What follows belongs to an exercise in optimizing a design on an open flow for small area; a production flow would make more cautious choices.
At most, simulation tests tie the RTL to the original design; equivalence was not proved.
For runs 1 to 3, only the layout was checked, not whether the RTL still works.
The clock cells of runs 5 to 7 come from the design's own scripts or RTL, not from TritonCTS.
The flow treats the clock pin as an ideal source. Dropping or thinning the clock tree relies on that and would not hold on a real chip.
Power figures rest on the tool's default switching activity, not on a simulated workload.

==> design/flow/design.v <==
module Morse_IP
#(
    parameter DOT_TIME = 25_000,
    parameter WAIT_TIME = 50_000
) (
    input clk,
    input reset_n,
    input write,
    input read,
    input [1:0] address,
    input [31:0] writedata,
    output [7:0] readdata,        
    input [7:0] inital,
    input MODE,
    output reg [7:0] ascii_out,
    output reg dot_t,
    output reg wait_t
);
    reg [4:0] morse_code;
    reg [2:0] length;
    reg [1:0] signal;
    reg [6:0] rdata;              
    assign readdata = {1'b0, rdata};
    wire wr0 = write && address == 2'd0;
    wire clear = !signal[1] || (wr0 && !writedata[1]);
    always @(posedge clk or negedge reset_n) begin
        if (!reset_n) begin
            rdata <= 7'b0;
            signal <= 2'b0;
        end else begin
            if (read) begin
                case (address)
                    2'd0: rdata <= {6'b0, MODE};
                    2'd1: rdata <= {2'b0, morse_code};
                    2'd2: rdata <= {4'b0, length};
                    default: rdata <= ascii_out[6:0];
                endcase
            end
            if (wr0)
                signal <= writedata[1:0];
        end
    end
    reg [14:0] dot_cnt;
    wire dot_cnt_end = (dot_cnt & 15'd32631) == 15'd5232;
    wire [14:0] dot_cnt_next = {dot_cnt[13:0], ~(dot_cnt[14] ^ dot_cnt[6])} ^ ({15{dot_cnt_end}} & 15'd16);
    always @(posedge clk or negedge reset_n) begin
        if (!reset_n) begin
            dot_cnt <= 15'd10464;
            dot_t <= 1'b0;
        end else begin
            dot_cnt <= dot_cnt_next;
            dot_t <= dot_t ^ dot_cnt_end;
        end
    end
    reg [15:0] wait_cnt;
    wire wait_cnt_end = (wait_cnt & 16'd65533) == 16'd19353;
    wire [15:0] wait_cnt_next = {wait_cnt[14:0], ~(wait_cnt[15] ^ wait_cnt[8])} ^ ({16{wait_cnt_end}} & 16'd512);
    always @(posedge clk or negedge reset_n) begin
        if (!reset_n) begin
            wait_cnt <= 16'd38194;
            wait_t <= 1'b0;
        end else begin
            wait_cnt <= wait_cnt_next;
            wait_t <= wait_t ^ wait_cnt_end;
        end
    end
    localparam IDLE = 2'b00, DET_S = 2'b01, DET_L = 2'b11, RECORD = 2'b10;
    reg [1:0] state;
    reg [15:0] timer;
    localparam [15:0] T_DOT = DOT_TIME - 1, T_DONE = WAIT_TIME + 1;
    wire t_dot  = &(timer | ~T_DOT);      
    wire t_done = &(timer | ~T_DONE);   
    wire detect = state[0];
    wire t_clr = clear || (MODE && state == IDLE);
    wire t_inc = !clear && MODE && !t_done && (state == RECORD || (detect && !signal[0]));
    always @(posedge clk or negedge reset_n) begin
        if (!reset_n)
            timer <= 16'd0;
        else if (t_clr)
            timer <= 16'd0;
        else if (t_inc)
            timer <= timer + 1'b1;
    end
    always @(posedge clk or negedge reset_n) begin
        if (!reset_n) begin
            state <= IDLE;
            morse_code <= 5'b0;
            length <= 3'b0;
        end else if (clear) begin
            state <= IDLE;
            morse_code <= 5'b0;
            length <= 3'b0;
        end else if (!MODE) begin
            morse_code <= inital[4:0];
            length <= inital[7:5];
        end else begin
            case (state)
                IDLE:
                    if (!signal[0]) begin
                        length <= length + 1'b1;
                        state <= DET_S;
                    end
                DET_S:
                    if (signal[0]) begin
                        morse_code <= {morse_code[3:0], 1'b0};   
                        state <= RECORD;
                    end else if (t_dot)
                        state <= DET_L;
                DET_L:
                    if (signal[0]) begin
                        morse_code <= {morse_code[3:0], 1'b1};   
                        state <= RECORD;
                    end
                default:   
                    if (t_done)
                        state <= IDLE;
            endcase
        end
    end
	always @(*) begin
		case (length)
			3'd1: begin
				case (morse_code[0])
					1'b0: ascii_out = 8'h45;     
					1'b1: ascii_out = 8'h54;     
				endcase
			end
			3'd2: begin
				case (morse_code[1:0])
					2'b00: ascii_out = 8'h49;    
					2'b01: ascii_out = 8'h41;    
					2'b10: ascii_out = 8'h4E;    
					2'b11: ascii_out = 8'h4D;    
				endcase
			end
			3'd3: begin
				case (morse_code[2:0])
					3'b000: ascii_out = 8'h53;   
					3'b001: ascii_out = 8'h55;   
					3'b010: ascii_out = 8'h52;   
					3'b011: ascii_out = 8'h57;   
					3'b100: ascii_out = 8'h44;   
					3'b101: ascii_out = 8'h4B;   
					3'b110: ascii_out = 8'h47;   
					3'b111: ascii_out = 8'h4F;   
				endcase
			end
			3'd4: begin
				case (morse_code[3:0])
					4'b0000: ascii_out = 8'h48;   
					4'b0001: ascii_out = 8'h56;   
					4'b0010: ascii_out = 8'h46;   
				   4'b0011: ascii_out = 8'h32;   
					4'b0100: ascii_out = 8'h4C;   
					4'b0101: ascii_out = 8'h5E;   
					4'b0110: ascii_out = 8'h50;   
					4'b0111: ascii_out = 8'h4A;   
					4'b1000: ascii_out = 8'h42;   
					4'b1001: ascii_out = 8'h58;   
					4'b1010: ascii_out = 8'h43;   
					4'b1011: ascii_out = 8'h59;   
					4'b1100: ascii_out = 8'h5A;   
					4'b1101: ascii_out = 8'h51;   
					4'b1110: ascii_out = 8'h2B;   
					4'b1111: ascii_out = 8'h2D;   
				endcase
			end
			3'd5: begin
			case (morse_code[4:0])
					5'b00000: ascii_out = 8'h35;   
					5'b00001: ascii_out = 8'h34;   
					5'b00010: ascii_out = 8'h2A;   
					5'b00011: ascii_out = 8'h33;   
					5'b01010: ascii_out = 8'h2E;   
					5'b01011: ascii_out = 8'h22;   
					5'b01110: ascii_out = 8'h3F;   
					5'b01111: ascii_out = 8'h31;   
					5'b10000: ascii_out = 8'h36;   
					5'b10001: ascii_out = 8'h7E;   
					5'b11000: ascii_out = 8'h37;   
					5'b11001: ascii_out = 8'h27;   
					5'b11100: ascii_out = 8'h38;   
					5'b11101: ascii_out = 8'h2F;   
					5'b11110: ascii_out = 8'h39;   
					5'b11111: ascii_out = 8'h3A;   
					default: ascii_out = 8'h5F;    
				endcase
			end
			default: ascii_out = 8'h5F; 
		endcase
	end
endmodule
==> design/flow/run.sh <==
#!/bin/bash
# synth_recipe.tcl (not shown) runs the flow's synth.tcl, then flattens the netlist and writes it again
# the make line also repeats each setting of config.mk as NAME=value (left out here)
make -C /OpenROAD-flow-scripts/flow DESIGN_CONFIG=/design/flow/config.mk WORK_HOME=/design/flow/orfs CLKGATE_MAP_FILE= SYNTH_SCRIPT=/design/flow/synth_recipe.tcl finish
==> design/flow/config.mk <==
export PLATFORM = sky130hd
export DESIGN_NAME = Morse_IP
export DESIGN_NICKNAME = Morse_IP
export VERILOG_FILES = /design/flow/design.v
export SDC_FILE = /design/flow/constraint.sdc
export NUM_CORES = 4
export LEC_CHECK = 0
export CAP_MARGIN = 20
export CORE_MARGIN = 2
export CORE_UTILIZATION = 40
export CTS_BUF_LIST = sky130_fd_sc_hd__clkbuf_8
export CTS_CLUSTER_DIAMETER = 500
export CTS_CLUSTER_SIZE = 100
export SLEW_MARGIN = 20
==> design/flow/constraint.sdc <==
create_clock -name core_clock -period 10.0 [get_ports {clk}]
set_input_delay 2.0000 -clock core_clock [delete_from_list [all_inputs] [get_ports {clk}]]
set_output_delay 2.0000 -clock core_clock [all_outputs]
set_load 0.01 [all_outputs]
==> impl_metrics.py, run 1 <==
metrics = {
    "yosys": {
        "syn-cell-area_um2": 3720,
        "syn_inst": 377,
        "synth_mux_area_frac": 0.0320,
        "synth_top_family_by_area": "simple AND/OR/NAND/NOR gates",
        "synth_seq_cells": 68,
        "synth_fa_ha_area_frac": 0.0572,
        "ys_seq_area_frac": 0.462,
        "yosys.area_share.simple": 0.202,
        "synth-edff-count": 0,
        "synthArstFlopShare": 1.00,
        "synth_xor_xnor_area_share": 0.0330,
        "yosys_warnings": 1,
        "synth.distinct_cells": 61,
        "synth-compound-area-share": 0.166,
        "syn_avg_cell_area_um2": 9.86,
        "synth_flop_cell": "dfrtp_1",
    },
    "finish": {
        "seqCellArea_um2": 1720,
        "multi_input_area_um2": 1830,
        "post-route-util": 0.472,
        "fin_area_um2": 4300,
        "syn2layout_area_growth_pct": 15.6,
        "drive_gt1_frac": 0.118,
        "fill_cells": 865,
        "final_nets": 465,
        "diodes": 0,
    },
    "timing": {
        "slew-limit-headroom": 0.393,
        "hold_ws_ns": 0.362,
        "rsz0062_at_grt": "no",
        "skew_ns": 0.00698,
        "hold_violations": 0,
        "post-route-min-period_ns": 5.07,
        "max_freq_mhz": 197,
        "setup_viol": 0,
        "min_period_over_period": 0.507,
        "drv_slew": 0,
        "setup_tns_ns": 0,
        "worst_pin_slew_ns": 0.911,
    },
    "critical_path": {
        "worstRegToRegCells": 5,
        "critPathKind": "reg -> out",
        "worstSetupStartpoint": "morse_code[0]",
        "critPathArrivalTime_ns": 3.07,
        "crit_end": "ascii_out[3]",
        "start_kind": "flop",
        "cp_max_fo": 17,
        "path_buf_inv": 2,
        "r2r-end": "rdata[4]",
        "crit_family": "simple AND/OR/NAND/NOR gates",
        "max_stage_delay_ns": 0.73,
        "worst_ep_required_time_ns": 8.00,
        "path_cells": "inv_1 > ha_1 > or3_1 > a21oi_1 > a311oi_1 > or4_1 > clkdlybuf4s50_1",
        "critPathSlowestCell": "dfrtp_1",
        "cp.depth": 7,
        "regToRegSetupSlack_ns": 7.59,
        "r2r_start": "morse_code[2]",
        "crit_path_end_kind": "output pin",
    },
    "detailed_routing": {
        "drc": 0,
        "initialDrtViolationCount": 174,
        "dr.pass1.iters": 4,
        "routedWlPerCell_um": 15.7,
        "vias": 2890,
        "viasPerCell": 5.59,
        "drt-total-wl_um": 8120,
        "top_layer": "met4",
        "wl_met2_um": 3780,
        "met3_length_um": 311,
        "antenna_left": 0,
        "wl_met1_um": 3900,
    },
    "clock_tree": {
        "ctsRootBufferMaster": "clkbuf_8",
        "ctsResizeCount": 0,
        "ctsHoldBuffers": 0,
        "insertion_delay_ns": 0.34,
        "htree_num_levels": 3,
        "cts_buffers": 9,
        "clkTransAtPathRegs_ns": 0.07,
        "cts_sinks": 68,
        "cts_tree": "done",
        "post-cts-setup-buffers": 0,
        "clk_path_buf_depth": 2,
    },
    "worst_hold_path": {
        "worst_hold_path_type": "reg -> reg",
        "min_from": "wait_cnt[4]",
    },
    "floorplan": {
        "die_h_um": 100,
        "rows": 35,
        "ios": 65,
        "die_area_um2": 10100,
        "initial_utilization": 0.408,
        "die_w_um": 100,
        "core_area_um2": 9110,
    },
    "global_route": {
        "grt-ovfl-total": 0,
        "grt_pass1_wl_um": 13800,
        "grt_usage": 0.173,
        "grt_pass1_vias": 2808,
        "grt_max_degree": 69,
        "antenna_found_initial": 0,
    },
    "power": {
        "powerDensity_nw_per_um2": 174,
        "ir_drop_uv": 84.4,
        "leakagePower_nw": 1.72,
    },
    "placement": {
        "dpl.hpwl_um": 5730,
        "port_buffers": 32,
        "place_area_um2": 4090,
        "gp_congestion": 0.894,
    },
    "run_status": {
        "outcome": "finished clean",
    },
    "job": {
        "maxCapViolations": 0,
    },
}
layout by cell type (no fill, tap or decap), types with 6 or more instances in the layout:
cell type	Yosys	routed
clkdlybuf4s50_1	0	31
and2_1	6	6
nand2_1	22	22
or3_1	6	6
inv_1	21	21
o21ai_0	18	18
dfrtp_1	56	56
mux2_2	7	7
ha_1	17	17
a22o_1	7	7
and3_1	7	7
o211ai_1	7	7
nor2_1	28	28
dfstp_2	12	12
nand4_1	7	7
nand3_1	15	15
clkbuf_8	0	11
nor4_1	6	6
xnor2_1	12	12
nand2b_1	7	7
a21oi_1	19	19
metrics by stage:
stage / total power, W / setup slack, ns / instances
floorplan: 0.000440 / 5.96 / 378
global placement: 0.000514 / 5.26 / 501
detailed placement: 0.000515 / 5.25 / 501
CTS: 0.000754 / 4.93 / 517
global route: 0.000791 / 4.77 / 517
finish: 0.000746 / 4.93 / 517
final cells by class:
class	count	share of cell area
timing repair buffer	33	0.0751
clock buffer	11	0.0352
inverter	21	0.0183
tap	111	0.0323
multi-input combinational	268	0.426
clock inverter	5	0.0137
sequential	68	0.400
metal layers:
metal  GRT usage  up-vias
met4      0.0527        0
met1       0.242     1401
li1            -     1411
met5           0        -
met3      0.0474       13
met2       0.263       65
power breakdown:
| group | leakage [nW] | internal, W | switching [W] |
|---|---|---|---|
| clock network | 0.102 | 0.000129 | 0.000107 |
| logic | 0.775 | 0.0000910 | 0.000100 |
| registers | 0.840 | 0.000287 | 0.0000307 |
registers in the layout, summed over array words and instances, names as in the netlist:
register / count
state: 2
signal: 2
wait_cnt: 16
dot_cnt: 15
morse_code: 5
rdata: 7
wait_t: 1
timer: 16
length: 3
dot_t: 1
cells in the mapped netlist, drive strengths merged (12+ instances only):
| cell | count | share of area |
|---|---|---|
| nand2 | 22 | 0.022 |
| ha | 17 | 0.057 |
| nand3 | 15 | 0.020 |
| xnor2 | 12 | 0.028 |
| inv | 21 | 0.021 |
| dfstp | 12 | 0.085 |
| a21oi | 19 | 0.026 |
| o21ai | 18 | 0.024 |
| clkbuf | 15 | 0.015 |
| dfrtp | 56 | 0.38 |
| nor2 | 28 | 0.028 |
cell families (layout without fill, tap and decap cells):
logic type / after synthesis / after routing
AND/OR/NAND/NOR: 135 / 135
AO/OA/AOI/OAI: 89 / 89
flip-flops: 68 / 68
buffers and inverters: 42 / 70
adder cells (fa/ha/maj): 17 / 17
XOR/XNOR: 14 / 14
multiplexers: 11 / 11
other: 1 / 2
worst min path at each step:
stage	endpoint	slack, ns	cells after the start
after floorplan	wait_cnt[8]	0.35	0
after global placement	dot_cnt[11]	0.35	0
after detailed placement	wait_cnt[12]	0.36	0
after CTS	wait_cnt[5]	0.36	0
after global routing	wait_cnt[5]	0.36	0
final	wait_cnt[5]	0.36	0
==> run 2, diff against run 1 <==
--- a/design/flow/config.mk
+++ b/design/flow/config.mk
@@ -9,6 +9,3 @@
 export CORE_MARGIN = 2
 export CORE_UTILIZATION = 40
-export CTS_BUF_LIST = sky130_fd_sc_hd__clkbuf_8
-export CTS_CLUSTER_DIAMETER = 500
-export CTS_CLUSTER_SIZE = 100
 export SLEW_MARGIN = 20
==> impl_metrics.py, run 2 <==
metrics = {
    "run_status": {
        "outcome": "finished clean",
    },
    "yosys": {
        "synth_commonest_cells": "56 x dfrtp_1, 28 x nor2_1, 22 x nand2_1",
        "synthArstFlopShare": 1.00,
        "syn_avg_cell_area_um2": 9.86,
        "netlist.area_leader.share": 0.377,
        "yosysMostFrequentCell": "dfrtp_1",
        "yosysTopAreaCell": "dfrtp_1",
        "syn-cell-area_um2": 3720,
        "synth-edff-count": 0,
        "ys_seq_area_frac": 0.462,
        "syn_inst": 377,
        "yosys_warnings": 1,
        "synth.distinct_cells": 61,
        "synth_seq_cells": 68,
        "synth.area.top_cells": "dfrtp_1 38%, dfstp_2 8.5%, ha_1 5.7%, nor2_1 2.8%, xnor2_1 2.8%",
        "synth_flop_cell": "dfrtp_1",
    },
    "global_route": {
        "grt_usage": 0.173,
        "grt_pass1_wl_um": 13800,
        "grt_max_degree": 69,
        "grt_pass1_vias": 2808,
        "grt-ovfl-total": 0,
        "antenna_found_initial": 0,
    },
    "detailed_routing": {
        "drt-total-wl_um": 8120,
        "dr.pass1.iters": 4,
        "viasPerCell": 5.59,
        "initialDrtViolationCount": 174,
        "vias": 2890,
        "drc": 0,
        "routedWlPerCell_um": 15.7,
        "antenna_left": 0,
    },
    "clock_tree": {
        "cts_sinks": 68,
        "cts_tree": "done",
        "ctsResizeCount": 0,
        "cts_buffers": 9,
        "ctsHoldBuffers": 0,
        "ctsRootBufferMaster": "clkbuf_8",
        "post-cts-setup-buffers": 0,
        "clkTransAtPathRegs_ns": 0.07,
        "htree_num_levels": 3,
        "clk_path_buf_depth": 2,
        "insertion_delay_ns": 0.34,
    },
    "floorplan": {
        "ios": 65,
        "die_h_um": 100,
        "rows": 35,
        "initial_utilization": 0.408,
        "core_area_um2": 9110,
        "die_area_um2": 10100,
        "die_w_um": 100,
    },
    "critical_path": {
        "r2r_start": "morse_code[2]",
        "cp_max_fo": 17,
        "worst_ep_required_time_ns": 8.00,
        "start_kind": "flop",
        "critPathArrivalTime_ns": 3.07,
        "crit_end": "ascii_out[3]",
        "regToRegSetupSlack_ns": 7.59,
        "r2r-end": "rdata[4]",
        "critPathKind": "reg -> out",
        "worstSetupStartpoint": "morse_code[0]",
        "worstRegToRegCells": 5,
        "crit_path_end_kind": "output pin",
    },
    "power": {
        "combinationalPowerShare": 0.256,
        "p_int_w": 0.000508,
        "switchingPower_w": 0.000238,
        "p_sw_frac": 0.319,
        "ir_drop_uv": 84.4,
        "leakagePower_nw": 1.72,
        "powerDensity_nw_per_um2": 174,
        "pwr-share-seq": 0.426,
        "power.clock.fraction": 0.317,
    },
    "timing": {
        "hold_ws_ns": 0.362,
        "worst_pin_slew_ns": 0.911,
        "hold_violations": 0,
        "setup_viol": 0,
        "min_period_over_period": 0.507,
        "max_freq_mhz": 197,
        "setup_tns_ns": 0,
        "post-route-min-period_ns": 5.07,
        "skew_ns": 0.00698,
        "rsz0062_at_grt": "no",
        "slew-limit-headroom": 0.393,
        "drv_slew": 0,
    },
    "job": {
        "maxCapViolations": 0,
    },
    "finish": {
        "final_common_cell": "dfrtp_1",
        "final_cells": 517,
        "largestRegisters": "timer: 16 flops, wait_cnt: 16 flops, dot_cnt: 15 flops",
        "diodes": 0,
        "final_nets": 465,
        "mostFrequentLayoutCells": "56 x dfrtp_1, 31 x clkdlybuf4s50_1, 28 x nor2_1, 22 x nand2_1, 21 x inv_1",
        "syn2layout_area_growth_pct": 15.6,
        "drive_gt1_frac": 0.118,
    },
    "placement": {
        "dp_cells": 501,
        "gp_congestion": 0.894,
        "dpl.hpwl_um": 5730,
        "port_buffers": 32,
    },
    "worst_hold_path": {
        "min_from": "wait_cnt[4]",
        "worst_hold_path_type": "reg -> reg",
    },
}
==> run 2: cell counts after synthesis <==
Identical to the previous run, type by type.
==> run 2: kinds of logic after synthesis <==
| family | count (synthesis) | share of synthesized area |
|---|---|---|
| XOR/XNOR | 14 | 0.0330 |
| multiplexers | 11 | 0.0320 |
| other | 1 | 0.00101 |
| flip-flops | 68 | 0.462 |
| AND/OR/NAND/NOR | 135 | 0.202 |
| adder cells (fa/ha/maj) | 17 | 0.0572 |
| buffers and inverters | 42 | 0.0471 |
| AO/OA/AOI/OAI | 89 | 0.166 |
==> run 2: cell type report <==
class / instances / area [µm²]
fillers: 865 / 4810
multi-input cells: 268 / 1830
flip-flops and latches: 68 / 1720
repair buffers: 33 / 323
clock buffers: 11 / 151
well taps: 111 / 139
inverters: 21 / 78.8
clock inverters: 5 / 58.8
==> run 2: critical path, stage by stage, from the launching register on <==
cell             delay, ns
dfrtp_1               0.73
inv_1                 0.21
ha_1                  0.31
or3_1                 0.32
a21oi_1               0.15
a311oi_1              0.09
or4_1                 0.42
clkdlybuf4s50_1       0.49
==> run 2: power by group through the flow <==
| stage | Clock, W | Sequential [W] | Combinational [W] |
|---|---|---|---|
| 2_1_floorplan | 0 | 0.000306 | 0.000134 |
| 3_3_place_gp | 0 | 0.000323 | 0.000191 |
| 3_5_place_dp | 0 | 0.000323 | 0.000192 |
| 4_1_cts | 0.000243 | 0.000318 | 0.000193 |
| 5_1_grt | 0.000254 | 0.000322 | 0.000215 |
| 6_report | 0.000237 | 0.000318 | 0.000191 |
==> run 2: worst min path at each step <==
stage,to,depth (start not counted)
after floorplan,wait_cnt[8],0
after global placement,dot_cnt[11],0
after detailed placement,wait_cnt[12],0
after CTS,wait_cnt[5],0
after global routing,wait_cnt[5],0
final,wait_cnt[5],0
==> run 2: layer usage <==
metal  share of wire  routed length (µm)  global-route usage  up-vias
li1                -                   -                   -     1411
met1            0.48                3900               0.242     1401
met2            0.47                3780               0.263       65
met3           0.038                 311              0.0474       13
met4           0.016                 133              0.0527        0
met5               0                   0                   0        -
==> run 2: stage by stage <==
step | setup slack [ns] | cell area [µm²] | utilization | power [W]
6_report | 4.93 | 4300 | 0.472 | 0.000746
5_1_grt | 4.77 | 4300 | 0.472 | 0.000791
4_1_cts | 4.93 | 4300 | 0.472 | 0.000754
3_5_place_dp | 5.25 | 4090 | 0.449 | 0.000515
3_3_place_gp | 5.26 | 4090 | 0.449 | 0.000514
2_1_floorplan | 5.96 | 3720 | - | 0.000440
==> run 3, diff against run 2 <==
==> design/flow/flow/run.sh (new file) <==
#!/bin/bash
# Standard layout, with smaller port buffers and a flatter clock tree.
export BUFFER_PORTS_ARGS="-buffer_cell sky130_fd_sc_hd__buf_1"
export CTS_ARGS="-sink_clustering_enable -sink_clustering_size 40 -sink_clustering_max_diameter 300 -buf_list sky130_fd_sc_hd__clkbuf_8 -root_buf sky130_fd_sc_hd__clkbuf_8 -repair_clock_nets"
bash standard.sh > standard.log 2>&1
==> design/flow/standard.sh (new file) <==
#!/bin/bash
# synth_recipe.tcl (not shown) runs the flow's synth.tcl, then flattens the netlist and writes it again
# the make line also repeats each setting of config.mk as NAME=value (left out here)
make -C /OpenROAD-flow-scripts/flow DESIGN_CONFIG=/design/flow/config.mk WORK_HOME=/design/flow/orfs CLKGATE_MAP_FILE= SYNTH_SCRIPT=/design/flow/synth_recipe.tcl "${@:-finish}"
removed: design/flow/run.sh
==> impl_metrics.py, run 3 <==
metrics = {
    "floorplan": {
        "initial_utilization": 0.408,
        "die_w_um": 100,
        "ios": 65,
        "core_area_um2": 9110,
        "die_area_um2": 10100,
        "rows": 35,
        "die_h_um": 100,
    },
    "timing": {
        "hold_violations": 0,
        "worst_pin_slew_ns": 0.889,
        "setup_tns_ns": 0,
        "max_freq_mhz": 211,
        "setup_viol": 0,
        "hold_ws_ns": 0.362,
        "skew_ns": 0.0111,
        "min_period_over_period": 0.475,
        "rsz0062_at_grt": "no",
        "slew-limit-headroom": 0.407,
        "post-route-min-period_ns": 4.75,
        "drv_slew": 0,
    },
    "run_status": {
        "outcome": "finished clean",
    },
    "clock_tree": {
        "cts_tree": "done",
        "cts_buffers": 9,
        "insertion_delay_ns": 0.34,
        "clk_path_buf_depth": 2,
        "ctsRootBufferMaster": "clkbuf_8",
        "post-cts-setup-buffers": 0,
        "htree_num_levels": 3,
        "ctsResizeCount": 0,
        "clkTransAtPathRegs_ns": 0.07,
        "ctsHoldBuffers": 0,
        "cts_sinks": 68,
    },
    "yosys": {
        "synth-edff-count": 0,
        "ys_seq_area_frac": 0.462,
        "syn_inst": 377,
        "synth.area.top_cells": "dfrtp_1 38%, dfstp_2 8.5%, ha_1 5.7%, nor2_1 2.8%, xnor2_1 2.8%",
        "synth_commonest_cells": "56 x dfrtp_1, 28 x nor2_1, 22 x nand2_1",
        "yosysTopAreaCell": "dfrtp_1",
        "netlist.area_leader.share": 0.377,
        "synth.distinct_cells": 61,
        "synth_seq_cells": 68,
        "yosysMostFrequentCell": "dfrtp_1",
        "yosys_warnings": 1,
        "syn-cell-area_um2": 3720,
        "syn_avg_cell_area_um2": 9.86,
        "synth_flop_cell": "dfrtp_1",
        "synthArstFlopShare": 1.00,
    },
    "critical_path": {
        "regToRegSetupSlack_ns": 7.60,
        "critPathKind": "reg -> out",
        "critPathArrivalTime_ns": 2.75,
        "cp_max_fo": 17,
        "critPathSlowestCell": "dfrtp_1",
        "worstSetupStartpoint": "morse_code[0]",
        "r2r-end": "rdata[3]",
        "crit_path_end_kind": "output pin",
        "max_stage_delay_ns": 0.72,
        "crit_end": "ascii_out[3]",
        "worstRegToRegCells": 7,
        "r2r_start": "morse_code[0]",
        "start_kind": "flop",
        "path_cells": "inv_1 > ha_1 > or3_1 > a21oi_1 > a311oi_1 > or4_1 > buf_1",
        "worst_ep_required_time_ns": 8.00,
    },
    "detailed_routing": {
        "drc": 0,
        "routedWlPerCell_um": 15.9,
        "antenna_left": 0,
        "viasPerCell": 5.55,
        "initialDrtViolationCount": 130,
        "drt-total-wl_um": 8230,
        "vias": 2866,
        "dr.pass1.iters": 4,
    },
    "power": {
        "powerDensity_nw_per_um2": 170,
        "ir_drop_uv": 62.1,
        "leakagePower_nw": 1.62,
    },
    "global_route": {
        "grt-ovfl-total": 0,
        "antenna_found_initial": 0,
        "grt_pass1_vias": 2806,
        "grt_max_degree": 69,
        "grt_pass1_wl_um": 13800,
        "grt_usage": 0.174,
    },
    "finish": {
        "syn2layout_area_growth_pct": 9.46,
        "mostFrequentLayoutCells": "56 x dfrtp_1, 31 x buf_1, 28 x nor2_1, 22 x nand2_1, 21 x inv_1",
        "final_common_cell": "dfrtp_1",
        "diodes": 0,
        "fill_cells": 890,
        "drive_gt1_frac": 0.116,
        "largestRegisters": "timer: 16 flops, wait_cnt: 16 flops, dot_cnt: 15 flops",
        "final_nets": 465,
    },
    "worst_hold_path": {
        "min_path_cells": 0,
        "worst_hold_path_type": "reg -> reg",
    },
    "job": {
        "maxCapViolations": 0,
    },
    "placement": {
        "port_buffers": 32,
        "gp_congestion": 0.855,
        "dpl.hpwl_um": 5770,
    },
}
run 3: how the worst min path moves through the flow:
stage	slack, ns	end	start
2_1_floorplan	0.35	wait_cnt[8]	wait_cnt[7]
6_report	0.36	wait_cnt[5]	wait_cnt[4]
3_5_place_dp	0.36	dot_cnt[11]	dot_cnt[10]
5_1_grt	0.36	wait_cnt[5]	wait_cnt[4]
3_3_place_gp	0.35	dot_cnt[11]	dot_cnt[10]
4_1_cts	0.36	wait_cnt[5]	wait_cnt[4]
run 3: cells by family (layout without fill, tap and decap cells):
group           after synthesis  count (layout)  synth area share
other cells                   1               2           0.00101
buf+inv                      42              69            0.0471
compound gates               89              89             0.166
mux                          11              11            0.0320
xor+xnor                     14              14            0.0330
simple gates                135             135             0.202
flops                        68              68             0.462
fa+ha+maj                    17              17            0.0572
run 3: metrics by stage:
step                total power, W  std cells  area [µm²]  worst slack, ns   util
finish                    0.000693        516        4070             5.25  0.447
CTS                       0.000700        516        4070             5.24  0.447
global route              0.000738        516        4070             5.08  0.447
detailed placement        0.000493        501        3890             5.52  0.427
floorplan                 0.000440        378        3720             5.96      -
global placement          0.000488        501        3890             5.57  0.427
run 3: where the power goes:
group	internal (W)	switching, W	total [W]	leakage, nW
clock network	0.000101	0.000103	0.000205	0.0872
registers	0.000288	0.0000300	0.000317	0.840
logic	0.0000681	0.000102	0.000171	0.692
total	0.000457	0.000236	0.000693	1.62
run 3: area by class of cell:
| type | count | area (µm²) | area share |
|---|---|---|---|
| Clock buffer | 11 | 151 | 0.0372 |
| Multi-Input combinational cell | 268 | 1830 | 0.450 |
| Timing Repair Buffer | 33 | 129 | 0.0317 |
| Inverter | 21 | 78.8 | 0.0194 |
| Sequential cell | 68 | 1720 | 0.422 |
| Clock inverter | 4 | 25.0 | 0.00615 |
| Tap cell | 111 | 139 | 0.0341 |
run 3: layer usage:
layer	track usage	part of all wire
met5	0	0
met4	0.0516	0.016
met3	0.0411	0.043
met2	0.272	0.46
met1	0.241	0.48
run 3: critical path, delay by kind of cell (launching register included):
family	cells	cell delay (ns)
buf+inv	2	0.34
flops	1	0.72
fa+ha+maj	1	0.33
compound gates	2	0.25
simple gates	2	0.77
==> run 4, diff against run 3 <==
--- a/design/flow/design.v
+++ b/design/flow/design.v
@@ -68,17 +68,15 @@
     reg [1:0] state;
     reg [15:0] timer;
-    localparam [15:0] T_DOT = DOT_TIME - 1, T_DONE = WAIT_TIME + 1;
-    wire t_dot  = &(timer | ~T_DOT);      
-    wire t_done = &(timer | ~T_DONE);   
+    localparam [15:0] T_DOT = 16'd48679, T_DONE = 16'd4641;
+    wire t_dot  = (timer & 16'd65526) == (T_DOT & 16'd65526);
+    wire t_done = (timer & 16'd65535) == (T_DONE & 16'd65535);
     wire detect = state[0];
     wire t_clr = clear || (MODE && state == IDLE);
     wire t_inc = !clear && MODE && !t_done && (state == RECORD || (detect && !signal[0]));
-    always @(posedge clk or negedge reset_n) begin
-        if (!reset_n)
-            timer <= 16'd0;
-        else if (t_clr)
+    always @(posedge clk) begin
+        if (t_clr)
             timer <= 16'd0;
         else if (t_inc)
-            timer <= timer + 1'b1;
+            timer <= {timer[14:0], ~(timer[15] ^ timer[2])};
     end
     always @(posedge clk or negedge reset_n) begin
==> design/flow/run.sh (new file) <==
#!/bin/bash
# synth_recipe.tcl (not shown) runs the flow's synth.tcl, then flattens the netlist and writes it again
# the make line also repeats each setting of config.mk as NAME=value (left out here)
make -C /OpenROAD-flow-scripts/flow DESIGN_CONFIG=/design/flow/config.mk WORK_HOME=/design/flow/orfs CLKGATE_MAP_FILE= SYNTH_SCRIPT=/design/flow/synth_recipe.tcl finish
removed: design/flow/flow/run.sh
removed: design/flow/standard.sh
==> impl_metrics.py, run 4 <==
metrics = {
    "run_status": {
        "outcome": "finished clean",
    },
    "clock_tree": {
        "ctsRootBufferMaster": "clkbuf_8",
        "ctsHoldBuffers": 0,
        "insertion_delay_ns": 0.34,
        "htree_num_levels": 3,
        "clkTransAtPathRegs_ns": 0.08,
        "cts_tree": "done",
        "post-cts-setup-buffers": 0,
        "cts_buffers": 9,
        "ctsResizeCount": 0,
        "cts_sinks": 68,
        "clk_path_buf_depth": 2,
    },
    "yosys": {
        "syn-cell-area_um2": 3520,
        "synth_flop_cell": "dfrtp_1",
        "synth-edff-count": 0,
        "synth.area.top_cells": "dfrtp_1 28%, dfxtp_1 9.1%, dfstp_2 8.9%, mux2i_1 6.8%, ha_1 5.3%",
        "yosysTopAreaCell": "dfrtp_1",
        "synth.distinct_cells": 65,
        "yosys_warnings": 1,
        "ys_seq_area_frac": 0.464,
        "syn_avg_cell_area_um2": 10.6,
        "yosysMostFrequentCell": "dfrtp_1",
        "syn_inst": 331,
        "synth_commonest_cells": "40 x dfrtp_1, 31 x nor2_1, 24 x mux2i_1",
        "synth_seq_cells": 68,
        "synthArstFlopShare": 0.765,
        "netlist.area_leader.share": 0.284,
    },
    "detailed_routing": {
        "antenna_left": 0,
        "initialDrtViolationCount": 92,
        "vias": 2544,
        "viasPerCell": 5.41,
        "drc": 0,
        "dr.pass1.iters": 4,
        "drt-total-wl_um": 7280,
        "routedWlPerCell_um": 15.5,
    },
    "global_route": {
        "grt_pass1_wl_um": 12500,
        "grt-ovfl-total": 0,
        "grt_pass1_vias": 2458,
        "grt_max_degree": 53,
        "grt_usage": 0.161,
        "antenna_found_initial": 0,
    },
    "floorplan": {
        "die_h_um": 97.9,
        "ios": 65,
        "die_area_um2": 9580,
        "core_area_um2": 8640,
        "die_w_um": 97.9,
        "initial_utilization": 0.408,
        "rows": 34,
    },
    "timing": {
        "skew_ns": 0.0149,
        "drv_slew": 0,
        "setup_tns_ns": 0,
        "post-route-min-period_ns": 5.00,
        "max_freq_mhz": 200,
        "rsz0062_at_grt": "no",
        "setup_viol": 0,
        "hold_violations": 0,
        "min_period_over_period": 0.500,
        "worst_pin_slew_ns": 0.908,
        "slew-limit-headroom": 0.395,
    },
    "power": {
        "leakagePower_nw": 1.69,
        "powerDensity_nw_per_um2": 189,
        "power_w": 0.000771,
        "ir_drop_uv": 98.9,
    },
    "placement": {
        "gp_congestion": 0.837,
        "port_buffers": 32,
        "dpl.hpwl_um": 5120,
        "place_area_um2": 3860,
    },
    "finish": {
        "largestRegisters": "timer: 16 flops, wait_cnt: 16 flops, dot_cnt: 15 flops",
        "syn2layout_area_growth_pct": 15.8,
        "diodes": 0,
        "final_common_cell": "dfrtp_1",
        "drive_gt1_frac": 0.157,
        "mostFrequentLayoutCells": "40 x dfrtp_1, 31 x nor2_1, 31 x clkdlybuf4s50_1, 24 x mux2i_1, 21 x nand2_1",
        "fin_area_um2": 4080,
        "seqCellArea_um2": 1640,
        "multi_input_area_um2": 1700,
        "fill_cells": 844,
        "final_nets": 419,
    },
    "critical_path": {
        "worst_ep_required_time_ns": 8.00,
        "start_kind": "flop",
        "regToRegSetupSlack_ns": 7.55,
        "r2r-end": "rdata[6]",
        "worstRegToRegCells": 6,
        "r2r_start": "morse_code[1]",
        "crit_path_end_kind": "output pin",
        "critPathKind": "reg -> out",
        "critPathArrivalTime_ns": 3.00,
        "cp_max_fo": 17,
    },
    "worst_hold_path": {
        "min_to": "wait_cnt[1]",
        "worst_hold_path_type": "reg -> reg",
        "min_from": "wait_cnt[0]",
        "min_path_cells": 0,
    },
    "job": {
        "maxCapViolations": 0,
    },
}
==> run 4: per-layer routing <==
metal | vias to the layer above | track usage | wire length, µm
li1 | 1248 | - | -
met1 | 1232 | 0.224 | 3490
met2 | 55 | 0.247 | 3380
met3 | 9 | 0.0444 | 331
met4 | 0 | 0.0438 | 73
met5 | - | 0 | 0
==> run 4: through the flow <==
step                      hold slack (ns)  cells  worst slack [ns]   util
after floorplan                     0.347    332              6.33      -
after global placement              0.353    454              5.34  0.447
after detailed placement            0.356    454              5.40  0.447
after CTS                           0.368    470              5.02  0.472
after global routing                0.368    470              4.84  0.472
final                               0.365    470              5.00  0.472
==> run 4: worst max path at each step <==
stage | from | cells past startpoint | endpoint
after floorplan | morse_code[0] | 6 | ascii_out[0]
after global placement | morse_code[1] | 6 | ascii_out[6]
after detailed placement | morse_code[1] | 6 | ascii_out[0]
after CTS | morse_code[1] | 6 | ascii_out[0]
after global routing | morse_code[1] | 6 | ascii_out[6]
final | morse_code[1] | 6 | ascii_out[0]
==> run 4: worst max-delay path: stages (launching register included) <==
cell and delay [ns]:
dfrtp_1 0.71, inv_1 0.19, ha_1 0.35, mux2_2 0.27, a221oi_1 0.38, or3_4 0.22, clkdlybuf4s50_1 0.53
==> run 4: layout make-up <==
class | count | share of cell area
clock inverters | 7 | 0.0242
repair buffers | 34 | 0.0810
clock buffers | 9 | 0.0304
well taps | 108 | 0.0331
flip-flops and latches | 68 | 0.401
multi-input cells | 231 | 0.417
inverters | 13 | 0.0126
==> run 4: kinds of logic (layout without fill, tap and decap cells) <==
group / after synthesis / in the layout / synth area share
mux: 28 / 28 / 0.0810
fa+ha+maj: 15 / 15 / 0.0533
compound gates: 67 / 67 / 0.152
flops: 68 / 68 / 0.464
buf+inv: 33 / 63 / 0.0533
other cells: 1 / 2 / 0.00106
xor+xnor: 7 / 7 / 0.0174
simple gates: 112 / 112 / 0.178
==> run 4: where the power goes <==
| group | switching (W) | internal [W] | total, W |
|---|---|---|---|
| logic | 0.000108 | 0.0000983 | 0.000206 |
| clock network | 0.000109 | 0.000142 | 0.000251 |
| registers | 0.0000271 | 0.000287 | 0.000314 |
| total | 0.000244 | 0.000527 | 0.000771 |
==> run 5, diff against run 4 <==
==> design/flow/flow/run.sh (new file) <==
#!/bin/bash
# The standard layout (standard.sh), with two changes:
#  - the port buffers are sky130_fd_sc_hd__buf_1 instead of the resizer's default;
#  - clock_tree_synthesis is replaced (through the PRE_CTS_TCL hook) by a small
#    two-level tree built in flow/manual_cts.tcl: a root buffer driven by the clock
#    port feeds one buffer per group of nearby flip-flops.
set -euo pipefail
export BUFFER_PORTS_ARGS="-buffer_cell sky130_fd_sc_hd__buf_1"
export PRE_CTS_TCL="$PWD/flow/manual_cts.tcl"
export MANUAL_CTS_GROUPS=3
export MANUAL_CTS_LEAF=sky130_fd_sc_hd__clkbuf_16
export MANUAL_CTS_ROOT=sky130_fd_sc_hd__clkbuf_4
bash standard.sh > standard.log 2>&1
==> design/flow/flow/manual_cts.tcl (new file) <==
# Replaces clock_tree_synthesis with a small two-level clock tree: the clock
# flip-flops are split into MANUAL_CTS_GROUPS groups by position (k-means);
# each group gets a MANUAL_CTS_LEAF buffer at its centre, and one
# MANUAL_CTS_ROOT buffer, driven by the clock port, drives the group buffers.
proc mcts_add_buf { block master name in_net out_net x y } {
  set buf [odb::dbInst_create $block $master $name]
  foreach mt [$master getMTerms] {
    if { [$mt getSigType] ne "SIGNAL" } { continue }
    if { [$mt getIoType] eq "INPUT" } { [$buf findITerm [$mt getName]] connect $in_net }
    if { [$mt getIoType] eq "OUTPUT" } { [$buf findITerm [$mt getName]] connect $out_net }
  }
  $buf setLocation [expr {int($x)}] [expr {int($y)}]
  $buf setPlacementStatus PLACED
  return $buf
}

proc clock_tree_synthesis { args } {
  set k $::env(MANUAL_CTS_GROUPS)
  set db [ord::get_db]
  set block [ord::get_db_block]
  set leaf [$db findMaster $::env(MANUAL_CTS_LEAF)]
  set root [$db findMaster $::env(MANUAL_CTS_ROOT)]
  set clk_net [$block findNet clk]
  set sinks {}
  foreach it [$clk_net getITerms] {
    set bb [[$it getInst] getBBox]
    lappend sinks [list $it [expr {([$bb xMin] + [$bb xMax]) / 2.0}] [expr {([$bb yMin] + [$bb yMax]) / 2.0}]]
  }
  set n [llength $sinks]
  # k-means, seeded with sinks spread through the list sorted by x
  set sorted [lsort -real -index 1 $sinks]
  set cx {}; set cy {}
  for { set g 0 } { $g < $k } { incr g } {
    set s [lindex $sorted [expr {int(($g + 0.5) * $n / $k)}]]
    lappend cx [lindex $s 1]; lappend cy [lindex $s 2]
  }
  for { set iter 0 } { $iter < 50 } { incr iter } {
    set assign {}
    foreach s $sinks {
      set best 0; set bd 1e30
      for { set g 0 } { $g < $k } { incr g } {
        set d [expr {abs([lindex $s 1] - [lindex $cx $g]) + abs([lindex $s 2] - [lindex $cy $g])}]
        if { $d < $bd } { set bd $d; set best $g }
      }
      lappend assign $best
    }
    set nx {}; set ny {}
    for { set g 0 } { $g < $k } { incr g } {
      set sx 0; set sy 0; set c 0
      foreach s $sinks a $assign {
        if { $a == $g } { set sx [expr {$sx + [lindex $s 1]}]; set sy [expr {$sy + [lindex $s 2]}]; incr c }
      }
      if { $c > 0 } { lappend nx [expr {$sx / $c}]; lappend ny [expr {$sy / $c}] } else { lappend nx [lindex $cx $g]; lappend ny [lindex $cy $g] }
    }
    set cx $nx; set cy $ny
  }
  set root_net [odb::dbNet_create $block clknet_root]
  $root_net setSigType CLOCK
  set rx 0; set ry 0
  for { set g 0 } { $g < $k } { incr g } {
    set net [odb::dbNet_create $block clknet_leaf_$g]
    $net setSigType CLOCK
    set c 0
    foreach s $sinks a $assign {
      if { $a == $g } { set it [lindex $s 0]; $it disconnect; $it connect $net; incr c }
    }
    mcts_add_buf $block $leaf clkbuf_leaf_$g $root_net $net [lindex $cx $g] [lindex $cy $g]
    set rx [expr {$rx + [lindex $cx $g]}]; set ry [expr {$ry + [lindex $cy $g]}]
    puts "manual CTS: group $g has $c sinks"
  }
  mcts_add_buf $block $root clkbuf_root $clk_net $root_net [expr {$rx / $k}] [expr {$ry / $k}]
  set_propagated_clock [all_clocks]
}
==> design/flow/standard.sh (new file) <==
#!/bin/bash
# synth_recipe.tcl (not shown) runs the flow's synth.tcl, then flattens the netlist and writes it again
# the make line also repeats each setting of config.mk as NAME=value (left out here)
make -C /OpenROAD-flow-scripts/flow DESIGN_CONFIG=/design/flow/config.mk WORK_HOME=/design/flow/orfs CLKGATE_MAP_FILE= SYNTH_SCRIPT=/design/flow/synth_recipe.tcl "${@:-finish}"
removed: design/flow/run.sh
==> impl_metrics.py, run 5 <==
metrics = {
    "yosys": {
        "synth_seq_cells": 68,
        "synth.area.top_cells": "dfrtp_1 28%, dfxtp_1 9.1%, dfstp_2 8.9%, mux2i_1 6.8%, ha_1 5.3%",
        "synth_commonest_cells": "40 x dfrtp_1, 31 x nor2_1, 24 x mux2i_1",
        "syn-cell-area_um2": 3520,
        "synthArstFlopShare": 0.765,
        "netlist.area_leader.share": 0.284,
        "yosysMostFrequentCell": "dfrtp_1",
        "syn_inst": 331,
        "yosys_warnings": 1,
        "syn_avg_cell_area_um2": 10.6,
        "synth_flop_cell": "dfrtp_1",
        "synth-edff-count": 0,
        "yosysTopAreaCell": "dfrtp_1",
        "ys_seq_area_frac": 0.464,
        "synth.distinct_cells": 65,
    },
    "timing": {
        "worst_pin_slew_ns": 0.897,
        "skew_ns": 0.0213,
        "hold_ws_ns": 0.367,
        "rsz0062_at_grt": "no",
        "hold_violations": 0,
        "setup_tns_ns": 0,
        "post-route-min-period_ns": 4.71,
        "min_period_over_period": 0.471,
        "slew-limit-headroom": 0.402,
        "max_freq_mhz": 212,
        "drv_slew": 0,
        "setup_viol": 0,
    },
    "critical_path": {
        "path_cells": "ha_1 > nor3b_1 > a31oi_1 > a2111oi_0 > o31ai_1 > buf_1",
        "critPathKind": "reg -> out",
        "critPathSlowestCell": "dfrtp_1",
        "max_stage_delay_ns": 0.70,
        "path_buf_inv": 1,
        "critPathArrivalTime_ns": 2.71,
        "cp_max_fo": 17,
        "crit_family": "compound AO/OA/AOI/OAI gates",
        "worst_ep_required_time_ns": 8.00,
        "crit_path_end_kind": "output pin",
        "start_kind": "flop",
    },
    "detailed_routing": {
        "antenna_left": 0,
        "drt-total-wl_um": 6850,
        "vias": 2488,
        "viasPerCell": 5.43,
        "wl_met1_um": 3070,
        "wl_met2_um": 3250,
        "routedWlPerCell_um": 14.9,
        "met3_length_um": 441,
        "dr.pass1.iters": 4,
        "drc": 0,
        "initialDrtViolationCount": 121,
        "top_layer": "met4",
    },
    "global_route": {
        "grt_usage": 0.143,
        "grt_max_degree": 53,
        "grt_pass1_wl_um": 11800,
        "antenna_found_initial": 0,
        "grt-ovfl-total": 0,
        "grt_pass1_vias": 2429,
    },
    "finish": {
        "fill_cells": 855,
        "final_nets": 414,
        "diodes": 0,
        "syn2layout_area_growth_pct": 6.29,
        "largestRegisters": "timer: 16 flops, wait_cnt: 16 flops, dot_cnt: 15 flops",
        "drive_gt1_frac": 0.129,
        "mostFrequentLayoutCells": "40 x dfrtp_1, 31 x nor2_1, 31 x buf_1, 24 x mux2i_1, 21 x nand2_1",
        "final_common_cell": "dfrtp_1",
        "fin_area_um2": 3740,
        "post-route-util": 0.434,
    },
    "clock_tree": {
        "clkTransAtPathRegs_ns": 0.08,
        "ctsResizeCount": 0,
        "insertion_delay_ns": 0.37,
        "post-cts-setup-buffers": 0,
        "ctsHoldBuffers": 0,
    },
    "floorplan": {
        "die_area_um2": 9580,
        "core_area_um2": 8640,
        "die_w_um": 97.9,
        "die_h_um": 97.9,
        "initial_utilization": 0.408,
        "ios": 65,
        "rows": 34,
    },
    "worst_hold_path": {
        "worst_hold_path_type": "reg -> reg",
    },
    "run_status": {
        "outcome": "finished clean",
    },
    "placement": {
        "port_buffers": 32,
        "dpl.hpwl_um": 5050,
        "place_area_um2": 3660,
        "gp_congestion": 0.874,
    },
    "job": {
        "maxCapViolations": 0,
    },
    "power": {
        "powerDensity_nw_per_um2": 167,
        "ir_drop_uv": 79.3,
        "leakagePower_nw": 1.54,
    },
}
-- run 5: path summary, 6_finish.rpt --
| check | slack [ns] | depth (start not counted) | endpoint | from |
|---|---|---|---|---|
| worst min-delay path | 0.37 | 0 | wait_cnt[5] | wait_cnt[4] |
| min in group asynchronous | 1.73 | 2 | wait_cnt[11] | reset_n |
| max in group asynchronous | 7.83 | 2 | length[2] | reset_n |
| worst min register to register | 0.37 | 0 | wait_cnt[5] | wait_cnt[4] |
| worst max-delay path | 5.29 | 6 | ascii_out[6] | morse_code[1] |
| worst max register to register | 7.49 | 6 | rdata[6] | morse_code[1] |
-- run 5: kinds of logic (layout without fill, tap and decap cells) --
logic type | Yosys count | after routing | share of synthesized area
adders and majority gates | 15 | 15 | 0.0533
muxes | 28 | 28 | 0.0810
xor gates and xnor gates | 7 | 7 | 0.0174
DFF | 68 | 68 | 0.464
AOI/OAI and AO/OA | 67 | 67 | 0.152
buffers and inverters | 33 | 51 | 0.0533
other | 1 | 2 | 0.00106
and+or+nand+nor | 112 | 112 | 0.178
-- run 5: cell type report --
cell class | instances | area, µm² | share of cell area
inverter | 13 | 51.3 | 0.0137
timing repair buffer | 34 | 136 | 0.0364
buffer | 4 | 82.6 | 0.0221
tap | 108 | 135 | 0.0361
multi-input combinational | 231 | 1700 | 0.455
sequential | 68 | 1640 | 0.437
-- run 5: power by group --
| part | leakage, nW | switching, W | total (W) | internal (W) |
|---|---|---|---|---|
| Sequential | 0.746 | 0.0000261 | 0.000313 | 0.000287 |
| Clock | 0.0416 | 0.0000750 | 0.000133 | 0.0000584 |
| Combinational | 0.755 | 0.000106 | 0.000180 | 0.0000740 |
-- run 5: routing by layer --
metal,up-vias,GRT usage
met2,64,0.232
met1,1189,0.209
met5,-,0
li1,1228,-
met3,7,0.0200
met4,0,0.0214
-- run 5: through the flow --
stage	setup slack [ns]	total power, W	std cells
after global placement	5.69	0.000498	454
after CTS	5.31	0.000636	458
after global routing	5.10	0.000669	458
after detailed placement	5.72	0.000500	454
after floorplan	6.33	0.000453	332
final	5.29	0.000626	458
-- run 5: worst register-to-register path, stage by stage, from the launching register on --
cell and delay [ns]:
dfrtp_1 0.70, ha_1 0.37, nor3b_1 0.21, a31oi_1 0.09
a2111oi_0 0.61, o31ai_1 0.21, a22o_1 0.22
==> run 6, diff against run 5 <==
--- a/design/flow/flow/run.sh
+++ b/design/flow/flow/run.sh
@@ -4,5 +4,7 @@
 #  - clock_tree_synthesis is replaced (through the PRE_CTS_TCL hook) by a small
 #    two-level tree built in flow/manual_cts.tcl: a root buffer driven by the clock
-#    port feeds one buffer per group of nearby flip-flops.
+#    port feeds one buffer per group of nearby flip-flops;
+#  - synthesis leaves adders to abc (ADDER_MAP_FILE empty): Yosys's extract_fa
+#    otherwise turns two-input AND/XOR pairs of the decode logic into half-adder cells.
 set -euo pipefail
 export BUFFER_PORTS_ARGS="-buffer_cell sky130_fd_sc_hd__buf_1"
@@ -11,3 +13,3 @@
 export MANUAL_CTS_LEAF=sky130_fd_sc_hd__clkbuf_16
 export MANUAL_CTS_ROOT=sky130_fd_sc_hd__clkbuf_4
-bash standard.sh > standard.log 2>&1
+bash standard.sh ADDER_MAP_FILE= finish > standard.log 2>&1
==> impl_metrics.py, run 6 <==
metrics = {
    "detailed_routing": {
        "initialDrtViolationCount": 56,
        "antenna_left": 0,
        "dr.pass1.iters": 4,
        "vias": 2394,
        "routedWlPerCell_um": 15.0,
        "viasPerCell": 5.44,
        "drt-total-wl_um": 6600,
        "drc": 0,
    },
    "finish": {
        "fill_cells": 809,
        "drive_gt1_frac": 0.0746,
        "mostFrequentLayoutCells": "44 x nor2_1, 40 x dfrtp_1, 31 x buf_1, 24 x mux2i_1, 16 x dfxtp_1",
        "final_cells": 440,
        "diodes": 0,
        "syn2layout_area_growth_pct": 6.98,
        "final_common_cell": "nor2_1",
        "largestRegisters": "timer: 16 flops, wait_cnt: 16 flops, dot_cnt: 15 flops",
        "final_nets": 384,
    },
    "floorplan": {
        "die_h_um": 94.5,
        "die_area_um2": 8940,
        "die_w_um": 94.5,
        "initial_utilization": 0.405,
        "core_area_um2": 8090,
        "ios": 65,
        "rows": 33,
    },
    "critical_path": {
        "r2r_start": "length[0]",
        "start_kind": "flop",
        "max_stage_delay_ns": 0.89,
        "crit_path_end_kind": "output pin",
        "r2r-end": "rdata[2]",
        "cp_max_fo": 27,
        "critPathSlowestCell": "dfrtp_1",
        "path_cells": "inv_1 > a221oi_1 > o41ai_1 > a22oi_1 > buf_1",
        "critPathArrivalTime_ns": 2.49,
        "worstRegToRegCells": 5,
        "worst_ep_required_time_ns": 8.00,
        "critPathKind": "reg -> out",
        "regToRegSetupSlack_ns": 7.73,
    },
    "clock_tree": {
        "insertion_delay_ns": 0.39,
        "ctsResizeCount": 0,
        "post-cts-setup-buffers": 0,
        "clkTransAtPathRegs_ns": 0.11,
        "ctsHoldBuffers": 0,
    },
    "yosys": {
        "netlist.area_leader.share": 0.305,
        "syn_inst": 322,
        "yosys_warnings": 1,
        "syn_avg_cell_area_um2": 10.2,
        "synthArstFlopShare": 0.765,
        "ys_seq_area_frac": 0.499,
        "synth_commonest_cells": "44 x nor2_1, 40 x dfrtp_1, 24 x mux2i_1",
        "synth.area.top_cells": "dfrtp_1 31%, dfxtp_1 9.8%, dfstp_2 9.6%, mux2i_1 7.3%, nor2_1 5.0%",
        "synth.distinct_cells": 64,
        "yosysTopAreaCell": "dfrtp_1",
        "synth_seq_cells": 68,
        "synth_flop_cell": "dfrtp_1",
        "yosysMostFrequentCell": "nor2_1",
        "syn-cell-area_um2": 3280,
        "synth-edff-count": 0,
    },
    "timing": {
        "slew-limit-headroom": 0.417,
        "post-route-min-period_ns": 4.49,
        "setup_viol": 0,
        "worst_pin_slew_ns": 0.875,
        "hold_ws_ns": 0.356,
        "skew_ns": 0.0403,
        "rsz0062_at_grt": "no",
        "hold_violations": 0,
        "max_freq_mhz": 223,
        "setup_tns_ns": 0,
        "min_period_over_period": 0.449,
        "drv_slew": 0,
    },
    "run_status": {
        "outcome": "finished clean",
    },
    "worst_hold_path": {
        "worst_hold_path_type": "reg -> reg",
        "min_to": "dot_cnt[11]",
        "min_from": "dot_cnt[10]",
        "min_path_cells": 0,
    },
    "power": {
        "p_sw_frac": 0.321,
        "ir_drop_uv": 90.0,
        "pwr-share-seq": 0.542,
        "power_w": 0.000592,
        "power.clock.fraction": 0.234,
        "powerDensity_nw_per_um2": 169,
        "p_int_w": 0.000401,
        "leakagePower_nw": 1.32,
        "combinationalPowerShare": 0.224,
        "switchingPower_w": 0.000190,
    },
    "global_route": {
        "grt_pass1_vias": 2383,
        "antenna_found_initial": 0,
        "grt_pass1_wl_um": 11400,
        "grt_max_degree": 53,
        "grt_usage": 0.152,
        "grt-ovfl-total": 0,
    },
    "placement": {
        "dp_cells": 436,
        "gp_congestion": 0.850,
        "dpl.hpwl_um": 4460,
        "port_buffers": 32,
    },
    "job": {
        "maxCapViolations": 0,
    },
}
==> run 6: cell families after synthesis <==
logic type / share of synthesized area
and+or+nand+nor: 0.181
AOI/OAI and AO/OA: 0.163
DFF: 0.499
buffers and inverters: 0.0462
muxes: 0.0801
xor gates and xnor gates: 0.0294
other: 0.00114
==> run 6: worst max path at each step <==
stage | from | endpoint | slack [ns] | depth (start not counted)
after floorplan | morse_code[0] | ascii_out[4] | 6.41 | 6
after global placement | length[0] | ascii_out[2] | 5.94 | 5
after detailed placement | length[0] | ascii_out[2] | 5.96 | 5
after global routing | length[0] | ascii_out[2] | 5.28 | 5
after CTS | length[0] | ascii_out[2] | 5.54 | 5
final | length[0] | ascii_out[2] | 5.51 | 5
==> run 6: final cells by class <==
class / instances / area [µm²] / area share
buffer: 4 / 82.6 / 0.0235
inverter: 6 / 22.5 / 0.00642
multi-input combinational: 223 / 1500 / 0.427
sequential: 68 / 1640 / 0.466
tap: 105 / 131 / 0.0374
timing repair buffer: 34 / 136 / 0.0389
==> run 6: critical path: cells and delay by family, from the launching register on <==
kind	cells	cell delay, ns
DFF	1	0.89
AOI/OAI and AO/OA	3	0.77
buffers and inverters	2	0.46
==> run 6: metrics by stage <==
stage	cell area, µm²	utilization	worst slack [ns]
floorplan	3280	-	6.41
global placement	3420	0.423	5.94
detailed placement	3420	0.423	5.96
CTS	3500	0.433	5.54
global route	3510	0.434	5.28
finish	3510	0.434	5.51
==> run 6: metal layers <==
metal,vias to the layer above,global-route usage,wire length (µm)
li1,1175,-,-
met1,1168,0.218,3090
met2,41,0.258,3080
met3,10,0.0144,316
met4,0,0.0205,105
met5,-,0,0
==> run 6: power groups by stage <==
stage,Sequential (W),Combinational (W),Clock [W]
global route,0.000326,0.000150,0.000153
finish,0.000321,0.000132,0.000138
floorplan,0.000301,0.000119,0
global placement,0.000326,0.000132,0
CTS,0.000320,0.000133,0.000143
detailed placement,0.000325,0.000132,0
==> run 7, diff against run 6 <==
--- a/design/flow/design.v
+++ b/design/flow/design.v
@@ -27,5 +27,5 @@
         if (!reset_n) begin
             rdata <= 7'b0;
-            signal <= 2'b0;
+            signal[1] <= 1'b0;
         end else begin
             if (read) begin
@@ -38,7 +38,10 @@
             end
             if (wr0)
-                signal <= writedata[1:0];
-        end
-    end
+                signal[1] <= writedata[1];
+        end
+    end
+    always @(posedge clk)
+        if (wr0)
+            signal[0] <= writedata[0];
     reg [14:0] dot_cnt;
     wire dot_cnt_end = (dot_cnt & 15'd32631) == 15'd5232;
@@ -82,9 +85,7 @@
     always @(posedge clk or negedge reset_n) begin
         if (!reset_n) begin
-            state <= IDLE;
             morse_code <= 5'b0;
             length <= 3'b0;
         end else if (clear) begin
-            state <= IDLE;
             morse_code <= 5'b0;
             length <= 3'b0;
@@ -95,19 +96,32 @@
             case (state)
                 IDLE:
-                    if (!signal[0]) begin
+                    if (!signal[0])
                         length <= length + 1'b1;
+                DET_S:
+                    if (signal[0])
+                        morse_code <= {morse_code[3:0], 1'b0};   
+                DET_L:
+                    if (signal[0])
+                        morse_code <= {morse_code[3:0], 1'b1};   
+                default: ;
+            endcase
+        end
+    end
+    always @(posedge clk) begin
+        if (clear)
+            state <= IDLE;
+        else if (MODE) begin
+            case (state)
+                IDLE:
+                    if (!signal[0])
                         state <= DET_S;
-                    end
                 DET_S:
-                    if (signal[0]) begin
-                        morse_code <= {morse_code[3:0], 1'b0};   
+                    if (signal[0])
                         state <= RECORD;
-                    end else if (t_dot)
+                    else if (t_dot)
                         state <= DET_L;
                 DET_L:
-                    if (signal[0]) begin
-                        morse_code <= {morse_code[3:0], 1'b1};   
+                    if (signal[0])
                         state <= RECORD;
-                    end
                 default:   
                     if (t_done)
==> impl_metrics.py, run 7 <==
metrics = {
    "clock_tree": {
        "insertion_delay_ns": 0.37,
        "clkTransAtPathRegs_ns": 0.10,
        "ctsHoldBuffers": 0,
        "post-cts-setup-buffers": 0,
        "ctsResizeCount": 0,
    },
    "detailed_routing": {
        "drc": 0,
        "initialDrtViolationCount": 145,
        "routedWlPerCell_um": 14.5,
        "drt-total-wl_um": 6250,
        "vias": 2326,
        "viasPerCell": 5.38,
        "dr.pass1.iters": 4,
        "antenna_left": 0,
    },
    "timing": {
        "slew-limit-headroom": 0.437,
        "rsz0062_at_grt": "no",
        "min_period_over_period": 0.444,
        "post-route-min-period_ns": 4.44,
        "drv_slew": 0,
        "setup_tns_ns": 0,
        "worst_pin_slew_ns": 0.845,
        "max_freq_mhz": 225,
        "hold_violations": 0,
        "setup_viol": 0,
        "skew_ns": 0.0236,
        "worst_slack_ns": 5.56,
    },
    "global_route": {
        "grt-ovfl-total": 0,
        "antenna_found_initial": 0,
        "grt_usage": 0.141,
        "grt_pass1_vias": 2158,
        "grt_pass1_wl_um": 10400,
        "grt_max_degree": 50,
    },
    "yosys": {
        "syn_inst": 313,
        "yosysTopAreaCell": "dfrtp_1",
        "synth_commonest_cells": "37 x dfrtp_1, 37 x nor2_1, 21 x mux2i_1",
        "yosys_warnings": 1,
        "synth_seq_cells": 68,
        "netlist.area_leader.share": 0.292,
        "syn_avg_cell_area_um2": 10.1,
        "synth-edff-count": 1,
        "synth_flop_cell": "dfrtp_1",
        "synth.area.top_cells": "dfrtp_1 29%, dfxtp_1 11%, dfstp_2 9.9%, mux2i_1 6.6%, nor2_1 4.4%",
        "synth.distinct_cells": 56,
        "ys_seq_area_frac": 0.514,
        "synthArstFlopShare": 0.721,
        "syn-cell-area_um2": 3180,
    },
    "run_status": {
        "outcome": "finished clean",
    },
    "worst_hold_path": {
        "worst_hold_path_type": "reg -> reg",
        "min_from": "wait_cnt[4]",
        "min_path_cells": 0,
        "min_to": "wait_cnt[5]",
    },
    "placement": {
        "gp_congestion": 0.840,
        "dp_slack_ns": 5.83,
        "dpl.hpwl_um": 4380,
        "port_buffers": 32,
        "place_area_um2": 3320,
        "dp_cells": 428,
    },
    "critical_path": {
        "r2r_start": "morse_code[0]",
        "worst_ep_required_time_ns": 8.00,
        "path_cells": "nor2b_1 > a2111oi_0 > o311ai_0 > and2_1 > buf_1",
        "critPathKind": "reg -> out",
        "r2r-end": "rdata[3]",
        "crit_family": "flip-flops",
        "critPathSlowestCell": "dfrtp_1",
        "regToRegSetupSlack_ns": 7.79,
        "cp_max_fo": 26,
        "critPathArrivalTime_ns": 2.44,
        "crit_path_end_kind": "output pin",
        "max_stage_delay_ns": 0.85,
        "start_kind": "flop",
        "worstRegToRegCells": 5,
        "path_buf_inv": 1,
    },
    "floorplan": {
        "die_w_um": 93.1,
        "ios": 65,
        "core_area_um2": 7730,
        "die_area_um2": 8670,
        "die_h_um": 93.1,
        "initial_utilization": 0.411,
        "rows": 32,
    },
    "finish": {
        "largestRegisters": "timer: 16 flops, wait_cnt: 16 flops, dot_cnt: 15 flops",
        "drive_gt1_frac": 0.0848,
        "mostFrequentLayoutCells": "37 x nor2_1, 37 x dfrtp_1, 31 x buf_1, 21 x mux2i_1, 20 x nand2_1",
        "fin_area_um2": 3400,
        "multi_input_area_um2": 1380,
        "final_cells": 432,
        "diodes": 0,
        "final_nets": 379,
        "fill_cells": 736,
        "syn2layout_area_growth_pct": 7.17,
        "seqCellArea_um2": 1630,
    },
    "power": {
        "ir_drop_uv": 119,
        "powerDensity_nw_per_um2": 163,
        "leakagePower_nw": 1.40,
    },
    "job": {
        "maxCapViolations": 0,
    },
}
[run 7: changes by cell type after synthesis, sizes merged, moves of 4 or more]
cell	change
clkbuf	-8
inv	+5
nor2	-7
nand2b	-4
a221oi	-4
o311ai	+4
buf	+4
nand2	+7
[run 7: final cells by class]
cell class | instances | share of cell area
Buffer | 4 | 0.0243
Sequential cell | 68 | 0.479
Tap cell | 102 | 0.0375
Inverter | 11 | 0.0121
Timing Repair Buffer | 34 | 0.0401
Multi-Input combinational cell | 213 | 0.407
[run 7: metal layers]
| metal | global-route usage | up-vias | share of wire |
|---|---|---|---|
| li1 | - | 1148 | - |
| met1 | 0.206 | 1135 | 0.47 |
| met2 | 0.240 | 39 | 0.49 |
| met3 | 0.0121 | 4 | 0.034 |
| met4 | 0.0135 | 0 | 0.0072 |
| met5 | 0 | - | 0 |
[run 7: power by group]
part           switching [W]  internal, W  leakage [nW]
logic              0.0000657    0.0000452         0.621
registers          0.0000244     0.000285         0.733
clock network      0.0000777    0.0000586        0.0416
[run 7: cells by family (layout without fill, tap and decap cells)]
kind of cell,count (synthesis),after routing,share of synthesized area
muxes,23,23,0.0733
buffers and inverters,33,49,0.0516
xor gates and xnor gates,10,10,0.0276
DFF,68,68,0.514
other,1,2,0.00118
and+or+nand+nor,111,111,0.190
AOI/OAI and AO/OA,67,67,0.143
[run 7: per-stage QoR]
step | total power, W | util | hold slack, ns
finish | 0.000556 | 0.440 | 0.373
global route | 0.000590 | 0.440 | 0.386
CTS | 0.000561 | 0.440 | 0.376
detailed placement | 0.000425 | 0.430 | 0.357
global placement | 0.000425 | 0.430 | 0.355
floorplan | 0.000394 | - | 0.347
[run 7: worst max path at each step]
stage	endpoint	from	depth (start not counted)
global route	ascii_out[3]	morse_code[0]	5
floorplan	ascii_out[1]	morse_code[3]	5
finish	ascii_out[3]	morse_code[0]	5
CTS	ascii_out[3]	morse_code[0]	5
global placement	timer[15]	address[1]	6
detailed placement	timer[0]	address[1]	6

-- re-timing with driven ports --
The flow's constraints put no driver on any port. The routed layouts listed below were extracted and timed again, unchanged, in two steps. Step 1: set_driving_cell puts a clkbuf_16 on clk and a buf_2 on each other input, an assumption about the parent block. Step 2, shift: input delay + t, output delay - t, t = (earliest + latest rising clock arrival at the registers) / 2. This alone moves slack from input paths to output paths. Slacks: no drivers / after step 1 / after step 2; pairs: no drivers / after step 1.
run	t, ns	slack for setup (ns)	worst setup path after step 2
run 1	0.365	4.934 / 4.903 / 5.236	input to register
run 2	0.365	4.934 / 4.903 / 5.236	input to register
run 3	0.360	5.252 / 5.222 / 5.502	input to register
run 4	0.366	5.004 / 4.975 / 5.341	register to output
run 5	0.386	5.292 / 5.266 / 5.652	register to output
run 6	0.397	5.511 / 5.485 / 5.882	register to output
run 7	0.382	5.556 / 5.528 / 5.828	input to register
After both steps setup and hold are still met in every run listed.
